Context: an optimization exercise on an open-source flow, tuned for small area and a short achievable clock period. The choices shown serve that exercise and are no tape-out recipe.
Where RTL was checked, it was by simulation tests only, not by an equivalence proof against the original.
Power and IR drop assume default switching activity.

==> inputs of run H <==
==> flow/design.v (excerpt) <==
module fp16(
	input clk_50,reset_50,
	input [15:0] x_50,y_50,
	output [15:0] m_50,a_50
	);
clock: 6.0 ns
lec_check: 0
cap_margin: 20
core_margin: 2
core_utilization: 40
cts_buf_list: sky130_fd_sc_hd__clkbuf_4 sky130_fd_sc_hd__clkbuf_8
place_density: 0.6
setup_slack_margin: 2.5
slew_margin: 20
synth_hierarchical: 1
synth_minimum_keep_size: 0
standard.sh (not shown) runs the stock make flow with config.mk's settings and CLKGATE_MAP_FILE= SYNTH_SCRIPT=/design/flow/synth_recipe.tcl, a recipe that flattens the netlist after the stock synthesis.
==> flow/flow/run.sh <==
#!/bin/bash
set -e
export BUFFER_PORTS_ARGS="-buffer_cell sky130_fd_sc_hd__buf_1"
export CTS_ARGS="-sink_clustering_enable -repair_clock_nets -dont_use_dummy_load -buf_list {sky130_fd_sc_hd__clkbuf_4}"
export RECOVER_POWER=50
bash standard.sh > standard.log 2>&1
==> run E: changes against run H <==
==> flow/flow/run.sh (replaced) <==
#!/bin/bash
set -e
export BUFFER_PORTS_ARGS="-buffer_cell sky130_fd_sc_hd__buf_1"
export CTS_ARGS="-sink_clustering_enable -repair_clock_nets -dont_use_dummy_load -sink_clustering_size 30 -sink_clustering_max_diameter 80 -buf_list {sky130_fd_sc_hd__clkbuf_4 sky130_fd_sc_hd__clkbuf_8}"
export RECOVER_POWER=50
bash standard.sh > standard.log 2>&1
==> run M: changes against run H <==
==> flow/flow/run.sh (replaced) <==
#!/bin/bash
set -e
export BUFFER_PORTS_ARGS="-buffer_cell sky130_fd_sc_hd__buf_1"
export CTS_ARGS="-sink_clustering_enable -repair_clock_nets -dont_use_dummy_load -buf_list {sky130_fd_sc_hd__clkbuf_4 sky130_fd_sc_hd__clkbuf_8}"
bash standard.sh > standard.log 2>&1
Settings changed: CORE_UTILIZATION 40 to 60, PLACE_DENSITY 0.6 to 0.7.
==> run G: changes against run H <==
==> flow/flow/run.sh (replaced) <==
#!/bin/bash
set -e
export BUFFER_PORTS_ARGS="-buffer_cell sky130_fd_sc_hd__buf_1"
export CTS_ARGS="-sink_clustering_enable -repair_clock_nets -dont_use_dummy_load -buf_list {sky130_fd_sc_hd__clkbuf_4 sky130_fd_sc_hd__clkbuf_8}"
export RECOVER_POWER=50
bash standard.sh > standard.log 2>&1
Settings changed: GPL_ROUTABILITY_DRIVEN set to 0.
==> comparison <==
- Synthesized area is the same in run G and run M.
- Between run H and run M, the lower final area is in run H (gap about 0.43%, measured against run M).
- Flip-flop and latch count is the same in run H and run M.
- Hold slack: run M < run G < run E < run H.
- Wire length, lowest first: run G, run H, run E, run M.
- Count of clock-buffer cells in the layout is the same in run H and run M.
- Critical path depth is the same in run H and run G.
- In run G the worst setup slack is worse than in run H, by 0.78 ns.
==> figures <==
Result of the run: run H complete, no violations; run G complete, no violations; run M complete, no violations; run E complete, no violations
End point of the critical path: run H m_50[8]; run G m_50[2]; run M s2_nc; run E s2_nc
Maximum VDD drop: run H 195 µV; run G 177 µV; run M 201 µV; run E 221 µV
Post-cts resize count: run H 26; run G 21; run M 12; run E 9
Part of the power in combinational logic: run H 56.4%; run G 54.0%; run M 55.0%; run E 54.5%
Clock network fraction of total power: run H 9.0%; run G 11.6%; run M 11.7%; run E 11.7%
Worst R2R Start: run H s1_xm[0]; run G s1_xm[7]; run M s1_xm[5]; run E s1_xm[0]
Via count: run H 3545; run G 3559; run M 3681; run E 3569
Min Hold Slack: run H 0.339 ns; run G 0.317 ns; run M 0.315 ns; run E 0.330 ns
Fraction of final layout cells with drive strength greater than 1: run H 9.93%; run G 8.48%; run M 11.5%; run E 9.57%
GRT Total Usage: run H 16.2%; run G 16.3%; run M 24.1%; run E 15.9%
Static Leakage: run H 2.26 nW; run G 2.28 nW; run M 2.29 nW; run E 2.28 nW
Initial drt markers: run H 149; run G 164; run M 254; run E 113
Start point of the critical path: run H s2_nc; run G s2_nc; run M s1_xm[5]; run E s1_xm[0]
Met2 usage: run H 24.4%; run G 25.7%; run M 36.9%; run E 24.5%
Setup Skew: run H 0.0407 ns; run G 0.0143 ns; run M 0.0332 ns; run E 0.0272 ns
Finished Cell Area: run H 5840 µm²; run G 5870 µm²; run M 5870 µm²; run E 5890 µm²

* * *

==> job 628: inputs <==
Another version of the RTL of fp16 (not shown whole).
==> flow/config.mk <==
export PLATFORM = sky130hd
export DESIGN_NAME = fp16
export DESIGN_NICKNAME = fp16
export VERILOG_FILES = /design/flow/design.v
export SDC_FILE = /design/flow/constraint.sdc
export NUM_CORES = 4
export LEC_CHECK = 0
export CAP_MARGIN = 20
export CORE_MARGIN = 2
export CORE_UTILIZATION = 40
export CTS_BUF_LIST = sky130_fd_sc_hd__clkbuf_4 sky130_fd_sc_hd__clkbuf_8
export PLACE_DENSITY = 0.6
export SETUP_SLACK_MARGIN = 2.5
export SLEW_MARGIN = 20
export SYNTH_HIERARCHICAL = 1
export SYNTH_MINIMUM_KEEP_SIZE = 0
==> flow/constraint.sdc <==
create_clock -name core_clock -period 6.0 [get_ports {clk_50}]
set_input_delay 1.2000 -clock core_clock [delete_from_list [all_inputs] [get_ports {clk_50}]]
set_output_delay 1.2000 -clock core_clock [all_outputs]
set_load 0.01 [all_outputs]
==> flow/flow/run.sh <==
#!/bin/bash
set -e
export BUFFER_PORTS_ARGS="-buffer_cell sky130_fd_sc_hd__buf_1"
bash standard.sh > standard.log 2>&1
==> job 7023 (differences from job 628) <==
--- a/flow/design.v
+++ b/flow/design.v
@@ -37,45 +37,45 @@
 wire [9:0] npp [0:9];
 genvar gi, gj;
 generate for (gi = 0; gi < 10; gi = gi + 1) begin : g_pp
 	for (gj = 0; gj < 10; gj = gj + 1) begin : g_pp2
 		assign npp[gi][gj] = ~(xm[gi] & ym[gj]);
 	end
 end endgenerate
   wire hs0, hc0;
-  assign hs0 = ~(npp[0][9] ^ npp[1][8]);
-  assign hc0 = npp[0][9] | npp[1][8];
+  fp16_xnor u_hx0 (.a(npp[0][9]), .b(npp[1][8]), .y(hs0));
+  fp16_or u_ho0 (.a(npp[0][9]), .b(npp[1][8]), .y(hc0));
   wire fs1, fc1;
   fp16_fa u_fa1 (.a(nxm[0]), .b(nym[0]), .c(npp[1][9]), .s(fs1), .co(fc1));
   wire hs2, hc2;
-  assign hs2 = ~(npp[2][8] ^ npp[3][7]);
-  assign hc2 = npp[2][8] | npp[3][7];
+  fp16_xnor u_hx2 (.a(npp[2][8]), .b(npp[3][7]), .y(hs2));
+  fp16_or u_ho2 (.a(npp[2][8]), .b(npp[3][7]), .y(hc2));
   wire fs3, fc3;
   fp16_fa u_fa3 (.a(nxm[1]), .b(nym[1]), .c(npp[2][9]), .s(fs3), .co(fc3));
   wire hs4, hc4;
-  assign hs4 = ~(npp[3][8] ^ npp[4][7]);
-  assign hc4 = npp[3][8] | npp[4][7];
+  fp16_xnor u_hx4 (.a(npp[3][8]), .b(npp[4][7]), .y(hs4));
+  fp16_or u_ho4 (.a(npp[3][8]), .b(npp[4][7]), .y(hc4));
   wire fs5, fc5;
   fp16_fa u_fa5 (.a(nxm[2]), .b(nym[2]), .c(npp[3][9]), .s(fs5), .co(fc5));
   wire hs6, hc6;
-  assign hs6 = ~(npp[0][6] ^ npp[1][5]);
-  assign hc6 = npp[0][6] | npp[1][5];
+  fp16_xnor u_hx6 (.a(npp[0][6]), .b(npp[1][5]), .y(hs6));
+  fp16_or u_ho6 (.a(npp[0][6]), .b(npp[1][5]), .y(hc6));
   wire fs7, fc7;
   fp16_fa u_fa7 (.a(npp[0][7]), .b(npp[1][6]), .c(npp[2][5]), .s(fs7), .co(fc7));
   wire hs8, hc8;
-  assign hs8 = ~(npp[3][4] ^ npp[4][3]);
-  assign hc8 = npp[3][4] | npp[4][3];
+  fp16_xnor u_hx8 (.a(npp[3][4]), .b(npp[4][3]), .y(hs8));
+  fp16_or u_ho8 (.a(npp[3][4]), .b(npp[4][3]), .y(hc8));
   wire fs9, fc9;
   fp16_fa u_fa9 (.a(npp[0][8]), .b(npp[1][7]), .c(npp[2][6]), .s(fs9), .co(fc9));
   wire fs10, fc10;
   fp16_fa u_fa10 (.a(npp[3][5]), .b(npp[4][4]), .c(npp[5][3]), .s(fs10), .co(fc10));
   wire hs11, hc11;
-  assign hs11 = ~(npp[6][2] ^ npp[7][1]);
-  assign hc11 = npp[6][2] | npp[7][1];
+  fp16_xnor u_hx11 (.a(npp[6][2]), .b(npp[7][1]), .y(hs11));
+  fp16_or u_ho11 (.a(npp[6][2]), .b(npp[7][1]), .y(hc11));
   wire fs12, fc12;
   fp16_fa u_fa12 (.a(npp[2][7]), .b(npp[3][6]), .c(npp[4][5]), .s(fs12), .co(fc12));
   wire fs13, fc13;
   fp16_fa u_fa13 (.a(npp[5][4]), .b(npp[6][3]), .c(npp[7][2]), .s(fs13), .co(fc13));
   wire fs14, fc14;
   fp16_fa u_fa14 (.a(npp[8][1]), .b(npp[9][0]), .c(hs0), .s(fs14), .co(fc14));
   wire fs15, fc15;
   fp16_fa u_fa15 (.a(npp[4][6]), .b(npp[5][5]), .c(npp[6][4]), .s(fs15), .co(fc15));
@@ -103,23 +103,23 @@
   fp16_fa u_fa26 (.a(npp[8][5]), .b(npp[9][4]), .c(fc5), .s(fs26), .co(fc26));
   wire fs27, fc27;
   fp16_fa u_fa27 (.a(nxm[4]), .b(nym[4]), .c(npp[5][9]), .s(fs27), .co(fc27));
   wire fs28, fc28;
   fp16_fa u_fa28 (.a(npp[6][8]), .b(npp[7][7]), .c(npp[8][6]), .s(fs28), .co(fc28));
   wire fs29, fc29;
   fp16_fa u_fa29 (.a(nxm[5]), .b(nym[5]), .c(npp[6][9]), .s(fs29), .co(fc29));
   wire hs30, hc30;
-  assign hs30 = ~(npp[0][4] ^ npp[1][3]);
-  assign hc30 = npp[0][4] | npp[1][3];
+  fp16_xnor u_hx30 (.a(npp[0][4]), .b(npp[1][3]), .y(hs30));
+  fp16_or u_ho30 (.a(npp[0][4]), .b(npp[1][3]), .y(hc30));
   wire fs31, fc31;
   fp16_fa u_fa31 (.a(npp[0][5]), .b(npp[1][4]), .c(npp[2][3]), .s(fs31), .co(fc31));
   wire hs32, hc32;
-  assign hs32 = ~(npp[3][2] ^ npp[4][1]);
-  assign hc32 = npp[3][2] | npp[4][1];
+  fp16_xnor u_hx32 (.a(npp[3][2]), .b(npp[4][1]), .y(hs32));
+  fp16_or u_ho32 (.a(npp[3][2]), .b(npp[4][1]), .y(hc32));
   wire fs33, fc33;
   fp16_fa u_fa33 (.a(npp[2][4]), .b(npp[3][3]), .c(npp[4][2]), .s(fs33), .co(fc33));
   wire fs34, fc34;
   fp16_fa u_fa34 (.a(npp[5][1]), .b(npp[6][0]), .c(hs6), .s(fs34), .co(fc34));
   wire fs35, fc35;
   fp16_fa u_fa35 (.a(npp[5][2]), .b(npp[6][1]), .c(npp[7][0]), .s(fs35), .co(fc35));
   wire fs36, fc36;
   fp16_fa u_fa36 (.a(hc6), .b(hs8), .c(fs7), .s(fs36), .co(fc36));
@@ -157,18 +157,18 @@
   fp16_fa u_fa52 (.a(fc27), .b(fc28), .c(fs29), .s(fs52), .co(fc52));
   wire fs53, fc53;
   fp16_fa u_fa53 (.a(nxm[6]), .b(nym[6]), .c(npp[7][9]), .s(fs53), .co(fc53));
   wire fs54, fc54;
   fp16_fa u_fa54 (.a(npp[8][8]), .b(npp[9][7]), .c(fc29), .s(fs54), .co(fc54));
   wire fs55, fc55;
   fp16_fa u_fa55 (.a(nxm[7]), .b(nym[7]), .c(npp[8][9]), .s(fs55), .co(fc55));
   wire hs56, hc56;
-  assign hs56 = ~(npp[0][3] ^ npp[1][2]);
-  assign hc56 = npp[0][3] | npp[1][2];
+  fp16_xnor u_hx56 (.a(npp[0][3]), .b(npp[1][2]), .y(hs56));
+  fp16_or u_ho56 (.a(npp[0][3]), .b(npp[1][2]), .y(hc56));
   wire fs57, fc57;
   fp16_fa u_fa57 (.a(npp[2][2]), .b(npp[3][1]), .c(npp[4][0]), .s(fs57), .co(fc57));
   wire fs58, fc58;
   fp16_fa u_fa58 (.a(npp[5][0]), .b(hc30), .c(hs32), .s(fs58), .co(fc58));
   wire fs59, fc59;
   fp16_fa u_fa59 (.a(hc32), .b(fc31), .c(fs33), .s(fs59), .co(fc59));
   wire fs60, fc60;
   fp16_fa u_fa60 (.a(fc33), .b(fs35), .c(fc34), .s(fs60), .co(fc60));
@@ -190,18 +190,18 @@
   fp16_fa u_fa68 (.a(fs51), .b(fc49), .c(fs52), .s(fs68), .co(fc68));
   wire fs69, fc69;
   fp16_fa u_fa69 (.a(fc51), .b(fs53), .c(fc52), .s(fs69), .co(fc69));
   wire fs70, fc70;
   fp16_fa u_fa70 (.a(npp[9][8]), .b(fc53), .c(fs55), .s(fs70), .co(fc70));
   wire fs71, fc71;
   fp16_fa u_fa71 (.a(nxm[8]), .b(nym[8]), .c(npp[9][9]), .s(fs71), .co(fc71));
   wire hs72, hc72;
-  assign hs72 = ~(npp[0][2] ^ npp[1][1]);
-  assign hc72 = npp[0][2] | npp[1][1];
+  fp16_xnor u_hx72 (.a(npp[0][2]), .b(npp[1][1]), .y(hs72));
+  fp16_or u_ho72 (.a(npp[0][2]), .b(npp[1][1]), .y(hc72));
   wire fs73, fc73;
   fp16_fa u_fa73 (.a(npp[2][1]), .b(npp[3][0]), .c(hs56), .s(fs73), .co(fc73));
   wire fs74, fc74;
   fp16_fa u_fa74 (.a(hc56), .b(hs30), .c(fs57), .s(fs74), .co(fc74));
   wire fs75, fc75;
   fp16_fa u_fa75 (.a(fc57), .b(fs31), .c(fs58), .s(fs75), .co(fc75));
   wire fs76, fc76;
   fp16_fa u_fa76 (.a(fc58), .b(fs34), .c(fs59), .s(fs76), .co(fc76));
@@ -228,29 +228,73 @@
   wire fs87, fc87;
   fp16_fa u_fa87 (.a(fc54), .b(fs70), .c(fc69), .s(fs87), .co(fc87));
   wire fs88, fc88;
   fp16_fa u_fa88 (.a(fc55), .b(fs71), .c(fc70), .s(fs88), .co(fc88));
   wire fs89, fc89;
   fp16_fa u_fa89 (.a(nxm[9]), .b(nym[9]), .c(fc71), .s(fs89), .co(fc89));
 wire [21:0] nra = {1'b1, fc89, fc88, fc87, fc86, fc85, fc84, fc83, fc82, fc81, fc80, fc79, fc78, fc77, fc76, fc75, fc74, fc73, hc72, hs72, npp[0][1], npp[0][0]};
 wire [21:0] nrb = {1'b1, 1'b0, fs89, fs88, fs87, fs86, fs85, fs84, fs83, fs82, fs81, fs80, fs79, fs78, fs77, fs76, fs75, fs74, fs73, npp[2][0], npp[1][0], 1'b1};
-wire [21:0] np  = nra + nrb + 22'd1;
-wire [21:0] p   = ~np;
-wire       hi  = p[21];
-wire       sa  = s1_nz & hi;
-wire       sb  = s1_nz & ~hi;
-wire [4:0] e1  = s1_e + 5'd1;
-wire [14:0] mag = ({15{sa}} & {e1, p[20:11]}) | ({15{sb}} & {s1_e, p[19:10]});
-wire [15:0] m_d = {s1_nz & s1_s, mag};
-reg [15:0] m_q;
+wire [21:0] kd  = nra & nrb;
+wire [21:0] pd  = nra ^ nrb;
+wire [9:0] lk [0:4];
+wire [9:0] lp [0:4];
+assign lk[0] = kd[9:0];
+assign lp[0] = pd[9:0];
+genvar gl;
+generate for (gl = 0; gl < 4; gl = gl + 1) begin : g_lo
+	for (gi = 0; gi < 10; gi = gi + 1) begin : g_pos
+		if (gi >= (1 << gl)) begin : g_node
+			assign lk[gl+1][gi] = lk[gl][gi] | (lp[gl][gi] & lk[gl][gi-(1<<gl)]);
+			assign lp[gl+1][gi] = lp[gl][gi] & lp[gl][gi-(1<<gl)];
+		end else begin : g_pass
+			assign lk[gl+1][gi] = lk[gl][gi];
+			assign lp[gl+1][gi] = lp[gl][gi];
+		end
+	end
+end endgenerate
+wire nc10 = lk[4][9] | lp[4][9];
+reg [11:0] s2_p, s2_k;
+reg        s2_nc;
+reg        s2_s;
+reg  [4:0] s2_e;
+reg        s2_nz;
+always @(posedge clk_50) begin
+	s2_p  <= pd[21:10];
+	s2_k  <= kd[21:10];
+	s2_nc <= nc10;
+	s2_s  <= s1_s;
+	s2_e  <= s1_e;
+end
 always @(posedge clk_50 or posedge reset_50) begin
-	if (reset_50) m_q <= 16'h0000;
-	else          m_q <= m_d;
-end
+	if (reset_50) s2_nz <= 1'b0;
+	else          s2_nz <= s1_nz;
+end
+wire [12:0] kk [0:4];
+wire [12:0] kp [0:4];
+assign kk[0] = {s2_k, s2_nc};
+assign kp[0] = {s2_p, 1'b0};
+generate for (gl = 0; gl < 4; gl = gl + 1) begin : g_lvl
+	for (gi = 0; gi < 13; gi = gi + 1) begin : g_pos
+		if (gi >= (1 << gl)) begin : g_node
+			assign kk[gl+1][gi] = kk[gl][gi] | (kp[gl][gi] & kk[gl][gi-(1<<gl)]);
+			assign kp[gl+1][gi] = kp[gl][gi] & kp[gl][gi-(1<<gl)];
+		end else begin : g_pass
+			assign kk[gl+1][gi] = kk[gl][gi];
+			assign kp[gl+1][gi] = kp[gl][gi];
+		end
+	end
+end endgenerate
+wire [11:0] p = ~(s2_p ^ kk[4][11:0]);	 
+wire       hi  = p[11];
+wire       sa  = s2_nz & hi;
+wire       sb  = s2_nz & ~hi;
+wire [4:0] e1  = s2_e + 5'd1;
+wire [14:0] mag = ({15{sa}} & {e1, p[10:1]}) | ({15{sb}} & {s2_e, p[9:0]});
+wire [15:0] m_q = {s2_nz & s2_s, mag};
 assign m_50 = m_q;
 reg c0, c1;
 wire ph0 = ~(c0 | c1);
 always @(posedge clk_50 or posedge reset_50) begin
 	if (reset_50) begin
 		c0 <= 1'b0;
 		c1 <= 1'b0;
 	end else begin
@@ -259,8 +303,14 @@
 	end
 end
 add1 a1(.clk(clk_50), .en(ph0), .x(m_q), .z(a_50));
 endmodule
 module fp16_fa(input a, b, c, output s, co);
 	assign s  = a ^ b ^ c;
 	assign co = (a & b) | (a & c) | (b & c);
 endmodule
+module fp16_xnor(input a, b, output y);
+	assign y = ~(a ^ b);
+endmodule
+module fp16_or(input a, b, output y);
+	assign y = a | b;
+endmodule
==> flow/flow/run.sh (replaced) <==
#!/bin/bash
set -e
export BUFFER_PORTS_ARGS="-buffer_cell sky130_fd_sc_hd__buf_1"
export CTS_ARGS="-sink_clustering_enable -repair_clock_nets -dont_use_dummy_load -buf_list {sky130_fd_sc_hd__clkbuf_4 sky130_fd_sc_hd__clkbuf_8}"
bash standard.sh > standard.log 2>&1
Settings changed: SETUP_SLACK_MARGIN 2.5 to 3.0.
==> job 7611 (differences from job 628) <==
--- a/flow/design.v
+++ b/flow/design.v
@@ -37,45 +37,45 @@
 wire [9:0] npp [0:9];
 genvar gi, gj;
 generate for (gi = 0; gi < 10; gi = gi + 1) begin : g_pp
 	for (gj = 0; gj < 10; gj = gj + 1) begin : g_pp2
 		assign npp[gi][gj] = ~(xm[gi] & ym[gj]);
 	end
 end endgenerate
   wire hs0, hc0;
-  assign hs0 = ~(npp[0][9] ^ npp[1][8]);
-  assign hc0 = npp[0][9] | npp[1][8];
+  fp16_xnor u_hx0 (.a(npp[0][9]), .b(npp[1][8]), .y(hs0));
+  fp16_or u_ho0 (.a(npp[0][9]), .b(npp[1][8]), .y(hc0));
   wire fs1, fc1;
   fp16_fa u_fa1 (.a(nxm[0]), .b(nym[0]), .c(npp[1][9]), .s(fs1), .co(fc1));
   wire hs2, hc2;
-  assign hs2 = ~(npp[2][8] ^ npp[3][7]);
-  assign hc2 = npp[2][8] | npp[3][7];
+  fp16_xnor u_hx2 (.a(npp[2][8]), .b(npp[3][7]), .y(hs2));
+  fp16_or u_ho2 (.a(npp[2][8]), .b(npp[3][7]), .y(hc2));
   wire fs3, fc3;
   fp16_fa u_fa3 (.a(nxm[1]), .b(nym[1]), .c(npp[2][9]), .s(fs3), .co(fc3));
   wire hs4, hc4;
-  assign hs4 = ~(npp[3][8] ^ npp[4][7]);
-  assign hc4 = npp[3][8] | npp[4][7];
+  fp16_xnor u_hx4 (.a(npp[3][8]), .b(npp[4][7]), .y(hs4));
+  fp16_or u_ho4 (.a(npp[3][8]), .b(npp[4][7]), .y(hc4));
   wire fs5, fc5;
   fp16_fa u_fa5 (.a(nxm[2]), .b(nym[2]), .c(npp[3][9]), .s(fs5), .co(fc5));
   wire hs6, hc6;
-  assign hs6 = ~(npp[0][6] ^ npp[1][5]);
-  assign hc6 = npp[0][6] | npp[1][5];
+  fp16_xnor u_hx6 (.a(npp[0][6]), .b(npp[1][5]), .y(hs6));
+  fp16_or u_ho6 (.a(npp[0][6]), .b(npp[1][5]), .y(hc6));
   wire fs7, fc7;
   fp16_fa u_fa7 (.a(npp[0][7]), .b(npp[1][6]), .c(npp[2][5]), .s(fs7), .co(fc7));
   wire hs8, hc8;
-  assign hs8 = ~(npp[3][4] ^ npp[4][3]);
-  assign hc8 = npp[3][4] | npp[4][3];
+  fp16_xnor u_hx8 (.a(npp[3][4]), .b(npp[4][3]), .y(hs8));
+  fp16_or u_ho8 (.a(npp[3][4]), .b(npp[4][3]), .y(hc8));
   wire fs9, fc9;
   fp16_fa u_fa9 (.a(npp[0][8]), .b(npp[1][7]), .c(npp[2][6]), .s(fs9), .co(fc9));
   wire fs10, fc10;
   fp16_fa u_fa10 (.a(npp[3][5]), .b(npp[4][4]), .c(npp[5][3]), .s(fs10), .co(fc10));
   wire hs11, hc11;
-  assign hs11 = ~(npp[6][2] ^ npp[7][1]);
-  assign hc11 = npp[6][2] | npp[7][1];
+  fp16_xnor u_hx11 (.a(npp[6][2]), .b(npp[7][1]), .y(hs11));
+  fp16_or u_ho11 (.a(npp[6][2]), .b(npp[7][1]), .y(hc11));
   wire fs12, fc12;
   fp16_fa u_fa12 (.a(npp[2][7]), .b(npp[3][6]), .c(npp[4][5]), .s(fs12), .co(fc12));
   wire fs13, fc13;
   fp16_fa u_fa13 (.a(npp[5][4]), .b(npp[6][3]), .c(npp[7][2]), .s(fs13), .co(fc13));
   wire fs14, fc14;
   fp16_fa u_fa14 (.a(npp[8][1]), .b(npp[9][0]), .c(hs0), .s(fs14), .co(fc14));
   wire fs15, fc15;
   fp16_fa u_fa15 (.a(npp[4][6]), .b(npp[5][5]), .c(npp[6][4]), .s(fs15), .co(fc15));
@@ -103,23 +103,23 @@
   fp16_fa u_fa26 (.a(npp[8][5]), .b(npp[9][4]), .c(fc5), .s(fs26), .co(fc26));
   wire fs27, fc27;
   fp16_fa u_fa27 (.a(nxm[4]), .b(nym[4]), .c(npp[5][9]), .s(fs27), .co(fc27));
   wire fs28, fc28;
   fp16_fa u_fa28 (.a(npp[6][8]), .b(npp[7][7]), .c(npp[8][6]), .s(fs28), .co(fc28));
   wire fs29, fc29;
   fp16_fa u_fa29 (.a(nxm[5]), .b(nym[5]), .c(npp[6][9]), .s(fs29), .co(fc29));
   wire hs30, hc30;
-  assign hs30 = ~(npp[0][4] ^ npp[1][3]);
-  assign hc30 = npp[0][4] | npp[1][3];
+  fp16_xnor u_hx30 (.a(npp[0][4]), .b(npp[1][3]), .y(hs30));
+  fp16_or u_ho30 (.a(npp[0][4]), .b(npp[1][3]), .y(hc30));
   wire fs31, fc31;
   fp16_fa u_fa31 (.a(npp[0][5]), .b(npp[1][4]), .c(npp[2][3]), .s(fs31), .co(fc31));
   wire hs32, hc32;
-  assign hs32 = ~(npp[3][2] ^ npp[4][1]);
-  assign hc32 = npp[3][2] | npp[4][1];
+  fp16_xnor u_hx32 (.a(npp[3][2]), .b(npp[4][1]), .y(hs32));
+  fp16_or u_ho32 (.a(npp[3][2]), .b(npp[4][1]), .y(hc32));
   wire fs33, fc33;
   fp16_fa u_fa33 (.a(npp[2][4]), .b(npp[3][3]), .c(npp[4][2]), .s(fs33), .co(fc33));
   wire fs34, fc34;
   fp16_fa u_fa34 (.a(npp[5][1]), .b(npp[6][0]), .c(hs6), .s(fs34), .co(fc34));
   wire fs35, fc35;
   fp16_fa u_fa35 (.a(npp[5][2]), .b(npp[6][1]), .c(npp[7][0]), .s(fs35), .co(fc35));
   wire fs36, fc36;
   fp16_fa u_fa36 (.a(hc6), .b(hs8), .c(fs7), .s(fs36), .co(fc36));
@@ -157,18 +157,18 @@
   fp16_fa u_fa52 (.a(fc27), .b(fc28), .c(fs29), .s(fs52), .co(fc52));
   wire fs53, fc53;
   fp16_fa u_fa53 (.a(nxm[6]), .b(nym[6]), .c(npp[7][9]), .s(fs53), .co(fc53));
   wire fs54, fc54;
   fp16_fa u_fa54 (.a(npp[8][8]), .b(npp[9][7]), .c(fc29), .s(fs54), .co(fc54));
   wire fs55, fc55;
   fp16_fa u_fa55 (.a(nxm[7]), .b(nym[7]), .c(npp[8][9]), .s(fs55), .co(fc55));
   wire hs56, hc56;
-  assign hs56 = ~(npp[0][3] ^ npp[1][2]);
-  assign hc56 = npp[0][3] | npp[1][2];
+  fp16_xnor u_hx56 (.a(npp[0][3]), .b(npp[1][2]), .y(hs56));
+  fp16_or u_ho56 (.a(npp[0][3]), .b(npp[1][2]), .y(hc56));
   wire fs57, fc57;
   fp16_fa u_fa57 (.a(npp[2][2]), .b(npp[3][1]), .c(npp[4][0]), .s(fs57), .co(fc57));
   wire fs58, fc58;
   fp16_fa u_fa58 (.a(npp[5][0]), .b(hc30), .c(hs32), .s(fs58), .co(fc58));
   wire fs59, fc59;
   fp16_fa u_fa59 (.a(hc32), .b(fc31), .c(fs33), .s(fs59), .co(fc59));
   wire fs60, fc60;
   fp16_fa u_fa60 (.a(fc33), .b(fs35), .c(fc34), .s(fs60), .co(fc60));
@@ -190,18 +190,18 @@
   fp16_fa u_fa68 (.a(fs51), .b(fc49), .c(fs52), .s(fs68), .co(fc68));
   wire fs69, fc69;
   fp16_fa u_fa69 (.a(fc51), .b(fs53), .c(fc52), .s(fs69), .co(fc69));
   wire fs70, fc70;
   fp16_fa u_fa70 (.a(npp[9][8]), .b(fc53), .c(fs55), .s(fs70), .co(fc70));
   wire fs71, fc71;
   fp16_fa u_fa71 (.a(nxm[8]), .b(nym[8]), .c(npp[9][9]), .s(fs71), .co(fc71));
   wire hs72, hc72;
-  assign hs72 = ~(npp[0][2] ^ npp[1][1]);
-  assign hc72 = npp[0][2] | npp[1][1];
+  fp16_xnor u_hx72 (.a(npp[0][2]), .b(npp[1][1]), .y(hs72));
+  fp16_or u_ho72 (.a(npp[0][2]), .b(npp[1][1]), .y(hc72));
   wire fs73, fc73;
   fp16_fa u_fa73 (.a(npp[2][1]), .b(npp[3][0]), .c(hs56), .s(fs73), .co(fc73));
   wire fs74, fc74;
   fp16_fa u_fa74 (.a(hc56), .b(hs30), .c(fs57), .s(fs74), .co(fc74));
   wire fs75, fc75;
   fp16_fa u_fa75 (.a(fc57), .b(fs31), .c(fs58), .s(fs75), .co(fc75));
   wire fs76, fc76;
   fp16_fa u_fa76 (.a(fc58), .b(fs34), .c(fs59), .s(fs76), .co(fc76));
@@ -228,29 +228,73 @@
   wire fs87, fc87;
   fp16_fa u_fa87 (.a(fc54), .b(fs70), .c(fc69), .s(fs87), .co(fc87));
   wire fs88, fc88;
   fp16_fa u_fa88 (.a(fc55), .b(fs71), .c(fc70), .s(fs88), .co(fc88));
   wire fs89, fc89;
   fp16_fa u_fa89 (.a(nxm[9]), .b(nym[9]), .c(fc71), .s(fs89), .co(fc89));
 wire [21:0] nra = {1'b1, fc89, fc88, fc87, fc86, fc85, fc84, fc83, fc82, fc81, fc80, fc79, fc78, fc77, fc76, fc75, fc74, fc73, hc72, hs72, npp[0][1], npp[0][0]};
 wire [21:0] nrb = {1'b1, 1'b0, fs89, fs88, fs87, fs86, fs85, fs84, fs83, fs82, fs81, fs80, fs79, fs78, fs77, fs76, fs75, fs74, fs73, npp[2][0], npp[1][0], 1'b1};
-wire [21:0] np  = nra + nrb + 22'd1;
-wire [21:0] p   = ~np;
-wire       hi  = p[21];
-wire       sa  = s1_nz & hi;
-wire       sb  = s1_nz & ~hi;
-wire [4:0] e1  = s1_e + 5'd1;
-wire [14:0] mag = ({15{sa}} & {e1, p[20:11]}) | ({15{sb}} & {s1_e, p[19:10]});
-wire [15:0] m_d = {s1_nz & s1_s, mag};
-reg [15:0] m_q;
+wire [21:0] kd  = nra & nrb;
+wire [21:0] pd  = nra ^ nrb;
+wire [9:0] lk [0:4];
+wire [9:0] lp [0:4];
+assign lk[0] = kd[9:0];
+assign lp[0] = pd[9:0];
+genvar gl;
+generate for (gl = 0; gl < 4; gl = gl + 1) begin : g_lo
+	for (gi = 0; gi < 10; gi = gi + 1) begin : g_pos
+		if (gi >= (1 << gl)) begin : g_node
+			assign lk[gl+1][gi] = lk[gl][gi] | (lp[gl][gi] & lk[gl][gi-(1<<gl)]);
+			assign lp[gl+1][gi] = lp[gl][gi] & lp[gl][gi-(1<<gl)];
+		end else begin : g_pass
+			assign lk[gl+1][gi] = lk[gl][gi];
+			assign lp[gl+1][gi] = lp[gl][gi];
+		end
+	end
+end endgenerate
+wire nc10 = lk[4][9] | lp[4][9];
+reg [11:0] s2_p, s2_k;
+reg        s2_nc;
+reg        s2_s;
+reg  [4:0] s2_e;
+reg        s2_nz;
+always @(posedge clk_50) begin
+	s2_p  <= pd[21:10];
+	s2_k  <= kd[21:10];
+	s2_nc <= nc10;
+	s2_s  <= s1_s;
+	s2_e  <= s1_e;
+end
 always @(posedge clk_50 or posedge reset_50) begin
-	if (reset_50) m_q <= 16'h0000;
-	else          m_q <= m_d;
-end
+	if (reset_50) s2_nz <= 1'b0;
+	else          s2_nz <= s1_nz;
+end
+wire [12:0] kk [0:4];
+wire [12:0] kp [0:4];
+assign kk[0] = {s2_k, s2_nc};
+assign kp[0] = {s2_p, 1'b0};
+generate for (gl = 0; gl < 4; gl = gl + 1) begin : g_lvl
+	for (gi = 0; gi < 13; gi = gi + 1) begin : g_pos
+		if (gi >= (1 << gl)) begin : g_node
+			assign kk[gl+1][gi] = kk[gl][gi] | (kp[gl][gi] & kk[gl][gi-(1<<gl)]);
+			assign kp[gl+1][gi] = kp[gl][gi] & kp[gl][gi-(1<<gl)];
+		end else begin : g_pass
+			assign kk[gl+1][gi] = kk[gl][gi];
+			assign kp[gl+1][gi] = kp[gl][gi];
+		end
+	end
+end endgenerate
+wire [11:0] p = ~(s2_p ^ kk[4][11:0]);	 
+wire       hi  = p[11];
+wire       sa  = s2_nz & hi;
+wire       sb  = s2_nz & ~hi;
+wire [4:0] e1  = s2_e + 5'd1;
+wire [14:0] mag = ({15{sa}} & {e1, p[10:1]}) | ({15{sb}} & {s2_e, p[9:0]});
+wire [15:0] m_q = {s2_nz & s2_s, mag};
 assign m_50 = m_q;
 reg c0, c1;
 wire ph0 = ~(c0 | c1);
 always @(posedge clk_50 or posedge reset_50) begin
 	if (reset_50) begin
 		c0 <= 1'b0;
 		c1 <= 1'b0;
 	end else begin
@@ -259,8 +303,14 @@
 	end
 end
 add1 a1(.clk(clk_50), .en(ph0), .x(m_q), .z(a_50));
 endmodule
 module fp16_fa(input a, b, c, output s, co);
 	assign s  = a ^ b ^ c;
 	assign co = (a & b) | (a & c) | (b & c);
 endmodule
+module fp16_xnor(input a, b, output y);
+	assign y = ~(a ^ b);
+endmodule
+module fp16_or(input a, b, output y);
+	assign y = a | b;
+endmodule
==> flow/flow/run.sh (replaced) <==
#!/bin/bash
set -e
export BUFFER_PORTS_ARGS="-buffer_cell sky130_fd_sc_hd__buf_1"
export CTS_ARGS="-sink_clustering_enable -repair_clock_nets -dont_use_dummy_load -buf_list {sky130_fd_sc_hd__clkbuf_4 sky130_fd_sc_hd__clkbuf_8}"
bash standard.sh > standard.log 2>&1
==> comparison table <==
| quantity | job 628 | job 7023 | job 7611 |
|---|---|---|---|
| # fillers | 1238 | 1173 | 1233 |
| Worst IR drop on VDD | 0.000410 V | 0.000161 V | 0.000165 V |
| Number of multi-input combinational cells in the layout | 425 | 365 | 365 |
| Number of global-route vias before repair | 4720 | 3858 | 3739 |
| Share of total power consumed by net switching | 0.467 | 0.391 | 0.407 |
| Post-synthesis compound-gate area fraction | 0.115 | 0.0625 | 0.0625 |
| Result of the run | no timing/DRC/antenna violations | no timing/DRC/antenna violations | no timing/DRC/antenna violations |
| Length in cells of the worst reg-to-reg path | 13 | 7 | 7 |
| Final clock skew | 0.00590 ns | 0.0189 ns | 0.0147 ns |
| Vias after detailed routing | 4420 | 3797 | 3574 |
| Clock net power | 404 uW | 303 uW | 285 uW |
| Slew headroom | 0.383 | 0.475 | 0.511 |
| Post-route worst hold slack | 0.403 ns | 0.326 ns | 0.326 ns |
| Power density relative to cell area | 662 mW/mm2 | 436 mW/mm2 | 407 mW/mm2 |
| Non-Filler Instances | 816 | 762 | 723 |
| Share of power burned in registers | 0.148 | 0.296 | 0.338 |
| Sequential cell count | 60 | 73 | 73 |
| Share of the cycle needed by the critical path after routing | 0.738 | 0.554 | 0.563 |
| Worst-skew pair later-pin latency | 0.37 ns | 0.37 ns | 0.35 ns |
| Total routing resource utilization after global routing | 0.215 | 0.172 | 0.166 |
| Slack of the worst reg-to-reg path | 1.57 ns | 2.86 ns | 2.62 ns |
| XOR/XNOR share of the synthesized area | 0.0221 | 0.0465 | 0.0465 |
| Wire per inst | 18.1 um | 15.6 um | 14.7 um |
| Std-Cell Rows | 42 | 41 | 41 |
No functional check of the RTL was part of any run of this note.

[afterwards: timing with drivers on the ports]
The results above use ideal ports. As a check the final layouts listed here were re-extracted and re-timed, cells and wires unchanged.
Step 1 assumes that a clkbuf_16 drives the clock port and a buf_2 every other input.
Step 2, shift: input delay + t, output delay - t, t = (earliest + latest rising clock arrival at the registers) / 2. This alone moves slack from input paths to output paths.
a / b / c = ideal ports / drivers / drivers and shift; a / b = the first two.
run	shift t [ns]	setup slack, ns	worst setup path after step 2	worst register clock-pin slew, ns
run H	0.419	2.586 / 2.559 / 2.611	register to register	0.11 / 0.11
run E	0.358	2.629 / 2.629 / 2.629	register to register	0.08 / 0.08
run M	0.360	2.631 / 2.631 / 2.631	register to register	0.08 / 0.08
run G	0.367	1.803 / 1.770 / 2.137	register to output	0.07 / 0.07
job 628	0.399	1.573 / 1.573 / 1.573	register to register	0.07 / 0.07
job 7023	0.385	2.675 / 2.646 / 2.864	register to register	0.08 / 0.08
job 7611	0.366	2.619 / 2.595 / 2.619	register to register	0.07 / 0.07
After both steps every run listed still meets setup and hold.
